This is an optimization exercise on Yosys and OpenROAD, whose aim is small area, not a production implementation. Function was checked by simulation only, so behaviour that the tests miss may differ from the original. The clock port is modelled as an ideal driver, which makes a skipped or thinned clock tree look cheaper than it is; a real chip needs a root buffer or a tree. No activity file was given, so power comes from the tool's default toggle rates.

==> flow/design.v <==
`timescale 1ns / 100ps
module crc(
  input [7:0] data_in,
  input crc_en,
  output [31:0] crc_out,
  input rst,
  input clk);
  reg [31:0] lfsr_q;
  wire [31:0] lfsr_c;
  wire [7:0] e = (lfsr_q[31:24] ^ data_in) & {8{~rst}};
  wire [30:0] t;
  assign t[0] = e[0] ^ e[6];
  assign t[1] = e[3] ^ e[7];
  assign t[2] = e[1] ^ e[2];
  assign t[3] = e[4] ^ e[5];
  assign t[4] = e[7] ^ t[2];
  assign t[5] = e[1] ^ t[0];
  assign t[6] = e[2] ^ e[6];
  assign t[7] = e[5] ^ t[6];
  assign t[8] = t[1] ^ t[3];
  assign t[9] = t[7] ^ t[8];
  assign t[10] = t[2] ^ t[3];
  assign t[11] = t[0] ^ t[4];
  assign t[12] = e[0] ^ t[3];
  assign t[13] = t[11] ^ t[12];
  assign t[14] = t[9] ^ t[11];
  assign t[15] = e[6] ^ t[14];
  assign t[16] = t[13] ^ t[15];
  assign t[17] = t[10] ^ t[14];
  assign t[18] = t[2] ^ t[15];
  assign t[19] = t[5] ^ t[8];
  assign t[20] = t[8] ^ t[10];
  assign t[21] = t[2] ^ t[7];
  assign t[22] = e[4] ^ e[7];
  assign t[23] = e[1] ^ t[15];
  assign t[24] = e[2] ^ e[3];
  assign t[25] = t[0] ^ t[10];
  assign t[26] = e[7] ^ t[5];
  assign t[27] = t[6] ^ t[13];
  assign t[28] = t[17] ^ t[26];
  assign t[29] = e[7] ^ t[6];
  assign t[30] = e[6] ^ t[1];
  assign lfsr_c[0] = t[0] | rst;
  assign lfsr_c[1] = t[26] | rst;
  assign lfsr_c[2] = t[11] | rst;
  assign lfsr_c[3] = t[20] | rst;
  assign lfsr_c[4] = t[18] | rst;
  assign lfsr_c[5] = t[19] | rst;
  assign lfsr_c[6] = t[13] | rst;
  assign lfsr_c[7] = t[16] | rst;
  assign lfsr_c[8] = lfsr_q[0] ^ t[14];
  assign lfsr_c[9] = lfsr_q[1] ^ t[10];
  assign lfsr_c[10] = lfsr_q[2] ^ t[17];
  assign lfsr_c[11] = lfsr_q[3] ^ t[14];
  assign lfsr_c[12] = lfsr_q[4] ^ t[25];
  assign lfsr_c[13] = lfsr_q[5] ^ t[28];
  assign lfsr_c[14] = lfsr_q[6] ^ t[9];
  assign lfsr_c[15] = lfsr_q[7] ^ t[8];
  assign lfsr_c[16] = lfsr_q[8] ^ t[12];
  assign lfsr_c[17] = lfsr_q[9] ^ t[21];
  assign lfsr_c[18] = lfsr_q[10] ^ t[29];
  assign lfsr_c[19] = lfsr_q[11] ^ t[1];
  assign lfsr_c[20] = lfsr_q[12] ^ e[4];
  assign lfsr_c[21] = lfsr_q[13] ^ e[5];
  assign lfsr_c[22] = lfsr_q[14] ^ e[0];
  assign lfsr_c[23] = lfsr_q[15] ^ t[5];
  assign lfsr_c[24] = lfsr_q[16] ^ t[4];
  assign lfsr_c[25] = lfsr_q[17] ^ t[24];
  assign lfsr_c[26] = lfsr_q[18] ^ t[23];
  assign lfsr_c[27] = lfsr_q[19] ^ t[27];
  assign lfsr_c[28] = lfsr_q[20] ^ t[7];
  assign lfsr_c[29] = lfsr_q[21] ^ t[30];
  assign lfsr_c[30] = lfsr_q[22] ^ t[22];
  assign lfsr_c[31] = lfsr_q[23] ^ e[5];
  assign crc_out = lfsr_q;
  always @(posedge clk)
    lfsr_q <= lfsr_c;
endmodule  
`timescale 1ns / 100ps
module TX_MAC (
	TX_CLK,
	SYS_RST,
	TX_START,
	TX_BUSY,
	GMII_TXD,
	GMII_TX_EN,
	CONTROL_IN
);
input wire TX_CLK;
input wire SYS_RST;
input wire TX_START;
output wire TX_BUSY;
output wire [7:0] GMII_TXD;
output wire GMII_TX_EN;
input wire [7:0] CONTROL_IN;
reg tx_start_d;
reg tx_start_dd;
reg pre;	 
reg pay_f;	 
reg tail_f;	 
reg [7:0] cnt;
reg [7:0] hold;		 
wire [31:0] crc_out;
wire idle = ~(pre | pay_f | tail_f);
wire pay = pay_f & ~tail_f;
wire pad = pay_f & tail_f;
wire tail = tail_f & ~pay_f;
wire crc_reset = idle | (pre & ~cnt[3]);
crc inst_crc(
  .data_in(GMII_TXD),
  .crc_en(1'b1),
  .crc_out(crc_out),
  .rst(crc_reset),
  .clk(TX_CLK)
);
always @(posedge TX_CLK) begin
	if(SYS_RST)
		tx_start_d <= 1'b0;
	else
		tx_start_d <= TX_START;
	tx_start_dd <= tx_start_d;
end
wire pre_first = pre & (cnt[3:0] == 4'd0);
wire pre_55 = pre & ~cnt[3] & (cnt[2:0] != 3'd0);
wire pre_sfd = pre & cnt[3] & ~cnt[0];
wire pre_len = pre & cnt[3] & cnt[0];
wire out_hold = pre_len | (tail & ~cnt[3] & ~(cnt[2] & (cnt[1] | cnt[0])));	 
wire out_55 = pre_55 | pre_sfd;
assign TX_BUSY = ~idle;
assign GMII_TX_EN = ~idle & ~pre_first;
assign GMII_TXD = ({8{pay}} & cnt) | ({8{out_hold}} & hold) |
		  {pre_sfd, out_55, 1'b0, out_55, 1'b0, out_55, 1'b0, out_55};
wire min_len = cnt[7] | cnt[6] | (cnt[5] & cnt[4] & (cnt[3] | cnt[2] | cnt[1]));	 
wire pay_end = pay & (cnt == hold);
wire to_tail = (pay_end & min_len) | (pad & (cnt[5:0] == 6'd50));
always @(posedge TX_CLK) begin
	if(SYS_RST) begin
		pre <= 1'b0;
		pay_f <= 1'b0;
		tail_f <= 1'b0;
	end
	else begin
		pre <= (idle & tx_start_d & ~tx_start_dd) | (pre & ~pre_len);
		pay_f <= pre_len | (pay_f & ~to_tail);
		tail_f <= (pay_end & ~min_len) | (pad & ~to_tail) | to_tail | (tail & ~cnt[4]);
	end
end
wire h_ctl = pre & (cnt[2:0] == 3'd7);
wire h_keep = (pre & cnt[3]) | (pay & ~pay_end);
wire h_b0 = to_tail;
wire h_b1 = tail & (cnt[3:0] == 4'd1);
wire h_b2 = tail & (cnt[3:0] == 4'd2);
wire h_b3 = tail & (cnt[3:0] == 4'd3);
always @(posedge TX_CLK) begin
	cnt <= ({8{~idle & ~pre_len & ~to_tail}} & (cnt + 1'b1)) | {7'd0, to_tail};
	hold <= ({8{h_ctl}} & CONTROL_IN) | ({8{h_keep}} & hold) |
		({8{h_b0}} & crc_out[7:0]) | ({8{h_b1}} & crc_out[15:8]) |
		({8{h_b2}} & crc_out[23:16]) | ({8{h_b3}} & crc_out[31:24]);
end
endmodule
export LEC_CHECK = 0
export CAP_MARGIN = 20
export CORE_MARGIN = 2
export CORE_UTILIZATION = 40
export GPL_TIMING_DRIVEN = 0
export SLEW_MARGIN = 20
create_clock -name core_clock -period 8.0 [get_ports {TX_CLK}]
standard.sh (not shown) runs the stock make flow with config.mk's settings and CLKGATE_MAP_FILE= SYNTH_SCRIPT=/design/flow/synth_recipe.tcl, a recipe that flattens the netlist after the stock synthesis.
==> flow/flow/run.sh <==
#!/bin/bash
# The standard flow (standard.sh) with changes that only affect how the
# logic is mapped and sized:
#  - synthesis is synth_recipe.tcl unchanged except that ABC maps with an
#    area-oriented script (flow/abc_area.script, see flow/abc_proc.tcl);
#  - port buffers use the smallest buffer cell (buf_1);
#  - combinational cells are swapped to their smallest drive strength right
#    after floorplanning (flow/downsize.tcl); the later repair steps upsize
#    again where timing, slew or capacitance need it;
set -e
HERE=$(pwd)
export FLOW_ABC_SCRIPT="$HERE/flow/abc_area.script"
{ head -n 1 synth_recipe.tcl; cat flow/abc_proc.tcl; tail -n +2 synth_recipe.tcl; } > my_synth.tcl
sed "s|SYNTH_SCRIPT=[^ ]*synth_recipe.tcl|SYNTH_SCRIPT=$HERE/my_synth.tcl|" standard.sh > my_standard.sh
grep -q "SYNTH_SCRIPT=$HERE/my_synth.tcl" my_standard.sh
export BUFFER_PORTS_ARGS="-buffer_cell sky130_fd_sc_hd__buf_1"
export POST_FLOORPLAN_TCL="$HERE/flow/downsize.tcl"
export CTS_ARGS="-sink_clustering_enable -repair_clock_nets -dont_use_dummy_load -buf_list sky130_fd_sc_hd__clkbuf_8"
export PRE_CTS_TCL="$HERE/flow/clkroot.tcl"
bash my_standard.sh > standard.log 2>&1
Other scripts of this flow, unchanged in this note and not shown: flow/flow/abc_area.script, flow/flow/abc_proc.tcl, flow/flow/clkroot.tcl, flow/flow/downsize.tcl
Rerun with:
--- a/flow/design.v
+++ b/flow/design.v
@@ -95,17 +95,15 @@
 input wire [7:0] CONTROL_IN;
 reg tx_start_d;
 reg tx_start_dd;
 reg pre;	 
-reg pay_f;	 
-reg tail_f;	 
+reg pay;	 
+reg pad;	 
+reg tail;	 
 reg [7:0] cnt;
 reg [7:0] hold;		 
 wire [31:0] crc_out;
-wire idle = ~(pre | pay_f | tail_f);
-wire pay = pay_f & ~tail_f;
-wire pad = pay_f & tail_f;
-wire tail = tail_f & ~pay_f;
+wire idle = ~(pre | pay | pad | tail);
 wire crc_reset = idle | (pre & ~cnt[3]);
 crc inst_crc(
   .data_in(GMII_TXD),
   .crc_en(1'b1),
@@ -113,13 +111,16 @@
   .rst(crc_reset),
   .clk(TX_CLK)
 );
 always @(posedge TX_CLK) begin
-	if(SYS_RST)
+	if(SYS_RST) begin
 		tx_start_d <= 1'b0;
-	else
+		tx_start_dd <= 1'b0;
+	end
+	else begin
 		tx_start_d <= TX_START;
-	tx_start_dd <= tx_start_d;
+		tx_start_dd <= tx_start_d;
+	end
 end
 wire pre_first = pre & (cnt[3:0] == 4'd0);
 wire pre_55 = pre & ~cnt[3] & (cnt[2:0] != 3'd0);
 wire pre_sfd = pre & cnt[3] & ~cnt[0];
@@ -135,19 +136,21 @@
 wire to_tail = (pay_end & min_len) | (pad & (cnt[5:0] == 6'd50));
 always @(posedge TX_CLK) begin
 	if(SYS_RST) begin
 		pre <= 1'b0;
-		pay_f <= 1'b0;
-		tail_f <= 1'b0;
+		pay <= 1'b0;
+		pad <= 1'b0;
+		tail <= 1'b0;
 	end
 	else begin
 		pre <= (idle & tx_start_d & ~tx_start_dd) | (pre & ~pre_len);
-		pay_f <= pre_len | (pay_f & ~to_tail);
-		tail_f <= (pay_end & ~min_len) | (pad & ~to_tail) | to_tail | (tail & ~cnt[4]);
+		pay <= pre_len | (pay & ~pay_end);
+		pad <= (pay_end & ~min_len) | (pad & ~to_tail);
+		tail <= to_tail | (tail & ~cnt[4]);
 	end
 end
 wire h_ctl = pre & (cnt[2:0] == 3'd7);
-wire h_keep = (pre & cnt[3]) | (pay & ~pay_end);
+wire h_keep = (pre & ~h_ctl) | (pay & ~pay_end) | pad & ~to_tail;
 wire h_b0 = to_tail;
 wire h_b1 = tail & (cnt[3:0] == 4'd1);
 wire h_b2 = tail & (cnt[3:0] == 4'd2);
 wire h_b3 = tail & (cnt[3:0] == 4'd3);
=> The changed run finished clean; flip-flop and latch count came out higher by 1; routed wire length came out higher by 1.6%; via count came out higher by 0.84%; synthesized area came out higher by 1.3%; clock-buffer cell count is unchanged; total power came out higher by 2.7%; non-clock buffer count came out lower by 1; core utilization barely changes; clock skew came out lower by 17 ps.

## re-timing with driven ports
The flow's constraints put no driver on any port. The routed layouts listed below were extracted and timed again, unchanged, in two steps.
Step 1: set_driving_cell puts a clkbuf_16 on TX_CLK and a buf_2 on each other input, an assumption about the parent block.
Step 2 moves the port delays by t, midway between the first and last clock arrival at a register: inputs arrive t later, outputs are due t later. That takes back most of the time a late clock gives input paths.
Slacks: no drivers / after step 1 / after step 2; pairs: no drivers / after step 1.
run | t, ns | setup slack, ns | worst setup path after step 2 | worst data-port slew with drivers (ns)
the first run | 0.201 | 2.886 / 2.886 / 2.886 | register to register | 0.03
the second run | 0.207 | 2.970 / 2.971 / 2.971 | register to register | 0.03
After both steps every run listed still meets setup and hold.
